From an optimization exercise on the open Yosys and OpenROAD flow, aimed at small area, a short achievable clock period and few clock cycles; shortcuts taken in it are not production practice.
At most, simulation tests tie the RTL to the original design; equivalence was not proved.
The clock port is modelled as an ideal driver, which makes a skipped or thinned clock tree look cheaper than it is; a real chip needs a root buffer or a tree.
Power and IR drop assume default switching activity.

==> flow/design.v (excerpt) <==
module MyDesign(
  input wire reset_n                      ,  
  input wire clk                          ,
  input wire dut_valid                    , 
  output wire dut_ready                   ,
  output wire                           dut__tb__sram_input_write_enable  ,
  output wire [16-1 : 0     ]   dut__tb__sram_input_write_address ,
  output wire [32-1 : 0     ]   dut__tb__sram_input_write_data    ,
  output wire [16-1 : 0     ]   dut__tb__sram_input_read_address  , 
  input  wire signed [32-1 : 0     ]   tb__dut__sram_input_read_data     ,     
  output wire                           dut__tb__sram_weight_write_enable  ,
  output wire [16-1 : 0     ]   dut__tb__sram_weight_write_address ,
  output wire [32-1 : 0     ]   dut__tb__sram_weight_write_data    ,
  output wire [16-1 : 0     ]   dut__tb__sram_weight_read_address  , 
  input  wire signed [32-1 : 0     ]   tb__dut__sram_weight_read_data     ,     
  output wire                           dut__tb__sram_result_write_enable  ,
  output wire [16-1 : 0     ]   dut__tb__sram_result_write_address ,
  output wire signed [32-1 : 0     ]   dut__tb__sram_result_write_data    ,
  output wire [16-1 : 0     ]   dut__tb__sram_result_read_address  , 
  input  wire signed [32-1 : 0     ]   tb__dut__sram_result_read_data     ,     
  output wire                           dut__tb__sram_scratchpad_write_enable  ,
  output wire [16-1 : 0     ]   dut__tb__sram_scratchpad_write_address ,
  output wire signed [32-1 : 0     ]   dut__tb__sram_scratchpad_write_data    ,
  output wire [16-1 : 0     ]   dut__tb__sram_scratchpad_read_address  , 
  input  wire signed [32-1 : 0     ]   tb__dut__sram_scratchpad_read_data  
);
Settings: LEC_CHECK=0, CAP_MARGIN=20, CORE_MARGIN=2, CORE_UTILIZATION=40, CTS_CLUSTER_DIAMETER=100, CTS_CLUSTER_SIZE=20, SLEW_MARGIN=20, SYNTH_HIERARCHICAL=1, SYNTH_MINIMUM_KEEP_SIZE=0; clock period 16.0 ns.
standard.sh (not shown) runs the stock make flow with config.mk's settings and CLKGATE_MAP_FILE= SYNTH_SCRIPT=/design/flow/synth_recipe.tcl, a recipe that flattens the netlist after the stock synthesis.
==> flow/flow/run.sh <==
#!/bin/bash
# Layout flow: the standard flow (standard.sh) with these changes to how the
# layout is made:
# - port buffers use the small sky130_fd_sc_hd__buf_1 cell;
# - timing repair aims for extra setup slack so that the achieved period shrinks;
# - the constant outputs share one tie cell (SKIP_REPAIR_TIE_FANOUT);
# - after ORFS's CTS step, flow/manual_cts.tcl replaces TritonCTS's clock tree
#   with a flatter one (root buffers plus one level of leaf buffers, no
#   intended skew), then legalises placement and repairs timing again.
# The clock period and constraints are the standard flow's own (constraint.sdc).
set -euo pipefail
here="$(pwd)"
bash standard.sh finish \
  "BUFFER_PORTS_ARGS=-buffer_cell sky130_fd_sc_hd__buf_1" \
  "SETUP_SLACK_MARGIN=11.8" \
  "SKIP_REPAIR_TIE_FANOUT=1" \
  "POST_CTS_TCL=${here}/flow/manual_cts.tcl" \
  > standard.log 2>&1
Other scripts of this flow, unchanged in this note and not shown: flow/flow/manual_cts.tcl
The baseline went through all stages and came out clean.
Testbench counts at the start, summed over its fixed seeds: cycles 88,723.
Rerun with:
--- a/flow/flow/run.sh
+++ b/flow/flow/run.sh
@@ -14,3 +14,3 @@
   "BUFFER_PORTS_ARGS=-buffer_cell sky130_fd_sc_hd__buf_1" \
-  "SETUP_SLACK_MARGIN=11.8" \
+  "SETUP_SLACK_MARGIN=11.6" \
   "SKIP_REPAIR_TIE_FANOUT=1" \
=> Routed wire length decreases by 2.8%. Design area decreases by 5.1%. Fmax decreases by 0.62%. Synthesized area does not change.
In every run of this note, the design's own scripts or RTL, not TritonCTS, make the clock network.

* * *

Starting RTL as in the previous note.
export LEC_CHECK = 0
export CAP_MARGIN = 20
export CORE_MARGIN = 2
export CORE_UTILIZATION = 40
export CTS_CLUSTER_DIAMETER = 100
export CTS_CLUSTER_SIZE = 20
export SLEW_MARGIN = 20
export SYNTH_HIERARCHICAL = 1
export SYNTH_MINIMUM_KEEP_SIZE = 0
create_clock -name core_clock -period 16.0 [get_ports {clk}]
==> flow/flow/run.sh <==
#!/bin/bash
# Layout flow: the standard flow (standard.sh) with three changes to how the
# layout is made: port buffers use the small sky130_fd_sc_hd__buf_1 cell, and
# timing repair aims for extra setup slack so that the achieved period shrinks,
# and the constant outputs share one tie cell (SKIP_REPAIR_TIE_FANOUT).
# The clock period and constraints are the standard flow's own (constraint.sdc).
set -euo pipefail
bash standard.sh finish \
  "BUFFER_PORTS_ARGS=-buffer_cell sky130_fd_sc_hd__buf_1" \
  "SETUP_SLACK_MARGIN=11.7" \
  "SKIP_REPAIR_TIE_FANOUT=1" \
  > standard.log 2>&1
The starting point completed without violations.
Testbench counts at the start, summed over its fixed seeds: cycles 88,723.
Then changed:
==> flow/flow/run.sh (replaced) <==
#!/bin/bash
# Layout flow: the standard flow (standard.sh) with two changes to how the
# layout is made: port buffers use the small sky130_fd_sc_hd__buf_1 cell, and
# timing repair aims for extra setup slack so that the achieved period shrinks.
# The clock period and constraints are the standard flow's own (constraint.sdc).
set -euo pipefail
bash standard.sh finish \
  "BUFFER_PORTS_ARGS=-buffer_cell sky130_fd_sc_hd__buf_1" \
  "SETUP_SLACK_MARGIN=11.6" \
  > standard.log 2>&1
- CORE_UTILIZATION: 40 -> 60
Effect:
- die area went down by about 33%
- worst hold slack hardly moves
- critical path depth does not change
- final area goes down by about 2%
- fmax drops by 1.8%
- utilization went up by 20 points
- first-iteration DRC count climbs by 11%
- setup slack gets worse by 0.079 ns
Then changed:
--- a/flow/flow/run.sh
+++ b/flow/flow/run.sh
@@ -9,2 +9,3 @@
   "SETUP_SLACK_MARGIN=11.6" \
+  "SKIP_REPAIR_TIE_FANOUT=1" \
   > standard.log 2>&1
- CORE_UTILIZATION: 60 -> 40
Effect: The new run finished with timing, DRC and antenna clean. Fmax is about the same. Global-route usage decreases by 11 points. Utilization decreases by 21 points. Register-to-register slack stays flat. Die area increases by well over a third.
Then changed:
--- a/flow/flow/run.sh
+++ b/flow/flow/run.sh
@@ -9,3 +9,2 @@
   "SETUP_SLACK_MARGIN=11.6" \
-  "SKIP_REPAIR_TIE_FANOUT=1" \
   > standard.log 2>&1
Final cell count went up by a few percent.
Final area grows slightly.
Power hardly moves.
Non-clock buffer count goes up by 11.
Clock power drops slightly.
Via count grows by a few percent.
Area after synthesis stays the same.
Then changed:
==> flow/flow/run.sh (replaced) <==
#!/bin/bash
# Layout flow: the standard flow (standard.sh) with three changes to how the
# layout is made: port buffers use the small sky130_fd_sc_hd__buf_1 cell, and
# timing repair aims for extra setup slack so that the achieved period shrinks,
# and the constant outputs share one tie cell (SKIP_REPAIR_TIE_FANOUT).
# The clock period and constraints are the standard flow's own (constraint.sdc).
set -euo pipefail
bash standard.sh finish \
  "BUFFER_PORTS_ARGS=-buffer_cell sky130_fd_sc_hd__buf_1" \
  "SETUP_SLACK_MARGIN=11.6" \
  "SKIP_REPAIR_TIE_FANOUT=1" \
  > standard.log 2>&1
Outcome:
- clock skew shrinks by 0.027 ns
- non-clock buffer count shrinks by 11
- utilization shrinks by 0.76 points
- worst hold slack gains 0.0058 ns
- cell area shrinks by 1.8%
- synthesized cell count is unchanged
- die area stays the same

* * *

MyDesign, a different RTL version from the one above (not shown whole).
Size in the first run: roughly 3400 cells after synthesis, about 390 I/O pins.
clock: 16.0 ns
lec_check: 0
cap_margin: 20
core_margin: 2
core_utilization: 40
slew_margin: 20
synth_hierarchical: 1
synth_minimum_keep_size: 0
==> flow/flow/run.sh <==
#!/bin/bash
# Layout flow: the standard flow (standard.sh) with two changes to how the
# layout is made: port buffers use the small sky130_fd_sc_hd__buf_1 cell, and
# timing repair aims for extra setup slack so that the achieved period shrinks.
# The clock period and constraints are the standard flow's own (constraint.sdc).
set -euo pipefail
bash standard.sh finish \
  "BUFFER_PORTS_ARGS=-buffer_cell sky130_fd_sc_hd__buf_1" \
  "SETUP_SLACK_MARGIN=11.5" \
  > standard.log 2>&1
The baseline produced a clean layout.
Change:
--- a/flow/flow/run.sh
+++ b/flow/flow/run.sh
@@ -7,4 +7,4 @@
 bash standard.sh finish \
   "BUFFER_PORTS_ARGS=-buffer_cell sky130_fd_sc_hd__buf_1" \
-  "SETUP_SLACK_MARGIN=11.5" \
+  "SETUP_SLACK_MARGIN=11" \
   > standard.log 2>&1
What happened: The changed run completed without violations. Utilization is lower by 0.12 points. Final area is about the same. Routed wire length went down slightly. Total power hardly moves. Maximum frequency fell by a few percent. Sequential power hardly moves.
Function was not checked in any run of this note: the RTL went through the layout flow alone.

* * *

RTL: one of the versions met above, not the one the previous note started from.
Size: about 2,500 cells after synthesis, roughly 300 flip-flops, about 390 I/O pins.
==> flow/config.mk <==
export PLATFORM = sky130hd
export DESIGN_NAME = MyDesign
export DESIGN_NICKNAME = MyDesign
export VERILOG_FILES = /design/flow/design.v
export SDC_FILE = /design/flow/constraint.sdc
export NUM_CORES = 4
export LEC_CHECK = 0
export CAP_MARGIN = 20
export CORE_MARGIN = 2
export CORE_UTILIZATION = 40
export CTS_CLUSTER_DIAMETER = 100
export CTS_CLUSTER_SIZE = 20
export SLEW_MARGIN = 20
export SYNTH_HIERARCHICAL = 1
export SYNTH_MINIMUM_KEEP_SIZE = 0
==> flow/constraint.sdc <==
create_clock -name core_clock -period 16.0 [get_ports {clk}]
set_input_delay 3.2000 -clock core_clock [delete_from_list [all_inputs] [get_ports {clk}]]
set_output_delay 3.2000 -clock core_clock [all_outputs]
set_load 0.01 [all_outputs]
==> flow/flow/run.sh <==
#!/bin/bash
# Layout flow: the standard flow (standard.sh) with these changes to how the
# layout is made:
# - port buffers use the small sky130_fd_sc_hd__buf_1 cell;
# - timing repair aims for extra setup slack so that the achieved period shrinks;
# - the constant outputs share one tie cell (SKIP_REPAIR_TIE_FANOUT);
# - after ORFS's CTS step, flow/manual_cts.tcl replaces TritonCTS's clock tree
#   with a flatter one (root buffers plus one level of leaf buffers, no
#   intended skew), then legalises placement and repairs timing again.
# The clock period and constraints are the standard flow's own (constraint.sdc).
set -euo pipefail
here="$(pwd)"
bash standard.sh finish \
  "BUFFER_PORTS_ARGS=-buffer_cell sky130_fd_sc_hd__buf_1" \
  "SETUP_SLACK_MARGIN=11.75" \
  "SKIP_REPAIR_TIE_FANOUT=1" \
  "POST_CTS_TCL=${here}/flow/manual_cts.tcl" \
  > standard.log 2>&1
Other scripts of this flow, unchanged in this note and not shown: flow/flow/manual_cts.tcl
Testbench counts at the start, summed over its fixed seeds: cycles 88,723.
Next try:
--- a/flow/flow/run.sh
+++ b/flow/flow/run.sh
@@ -13,5 +13,5 @@
 bash standard.sh finish \
   "BUFFER_PORTS_ARGS=-buffer_cell sky130_fd_sc_hd__buf_1" \
-  "SETUP_SLACK_MARGIN=11.75" \
+  "SETUP_SLACK_MARGIN=11.7" \
   "SKIP_REPAIR_TIE_FANOUT=1" \
   "POST_CTS_TCL=${here}/flow/manual_cts.tcl" \
After rerunning:
- The changed run passed the timing, design-rule and antenna checks
- total power fell by 2.1%
- fmax fell by 0.43%
- design area fell by 3.4%
- area after synthesis is unchanged
- sequential cell count does not change
- utilization fell by 1.5 points
- register-to-register slack gets worse by 0.02 ns
No run of this note takes its clock network from TritonCTS; it comes from the design's own scripts or RTL.

[re-timing with driven ports]
Ports are ideal in the flow. The routed layouts listed here were re-timed in OpenROAD.
Step 1 assumes that a clkbuf_16 drives the clock port and a buf_2 every other input.
Step 2 also shifts input and output timing later by t, the mid clock arrival at the registers, as if the neighbouring blocks saw the same clock.
Three values: ideal, step 1, step 2; two values: the first two.
run | t (ns) | setup WS [ns] | worst data-port slew with drivers (ns)
the first run of note 1 | 0.435 | 11.834 / 11.832 / 11.806 | 0.12
the second run of note 1 | 0.433 | 11.808 / 11.734 / 11.808 | 0.12
the first run of note 2 | 0.613 | 11.714 / 11.651 / 11.852 | 0.12
the second run of note 2 | 0.602 | 11.634 / 11.573 / 11.804 | 0.09
the third run of note 2 | 0.619 | 11.639 / 11.575 / 11.801 | 0.12
the fourth run of note 2 | 0.611 | 11.635 / 11.573 / 11.715 | 0.07
the fifth run of note 2 | 0.619 | 11.639 / 11.575 / 11.801 | 0.12
the first run of note 3 | 0.638 | 11.526 / 11.463 / 11.709 | 0.08
the second run of note 3 | 0.637 | 11.337 / 11.273 / 11.684 | 0.08
the first run of note 4 | 0.438 | 11.894 / 11.828 / 11.855 | 0.12
the second run of note 4 | 0.441 | 11.876 / 11.810 / 11.850 | 0.12
After both steps setup and hold are still met in every run listed. For the first run of note 4, which loses most, drivers alone change the setup slack by -0.066 ns; drivers and shift together by -0.039 ns.
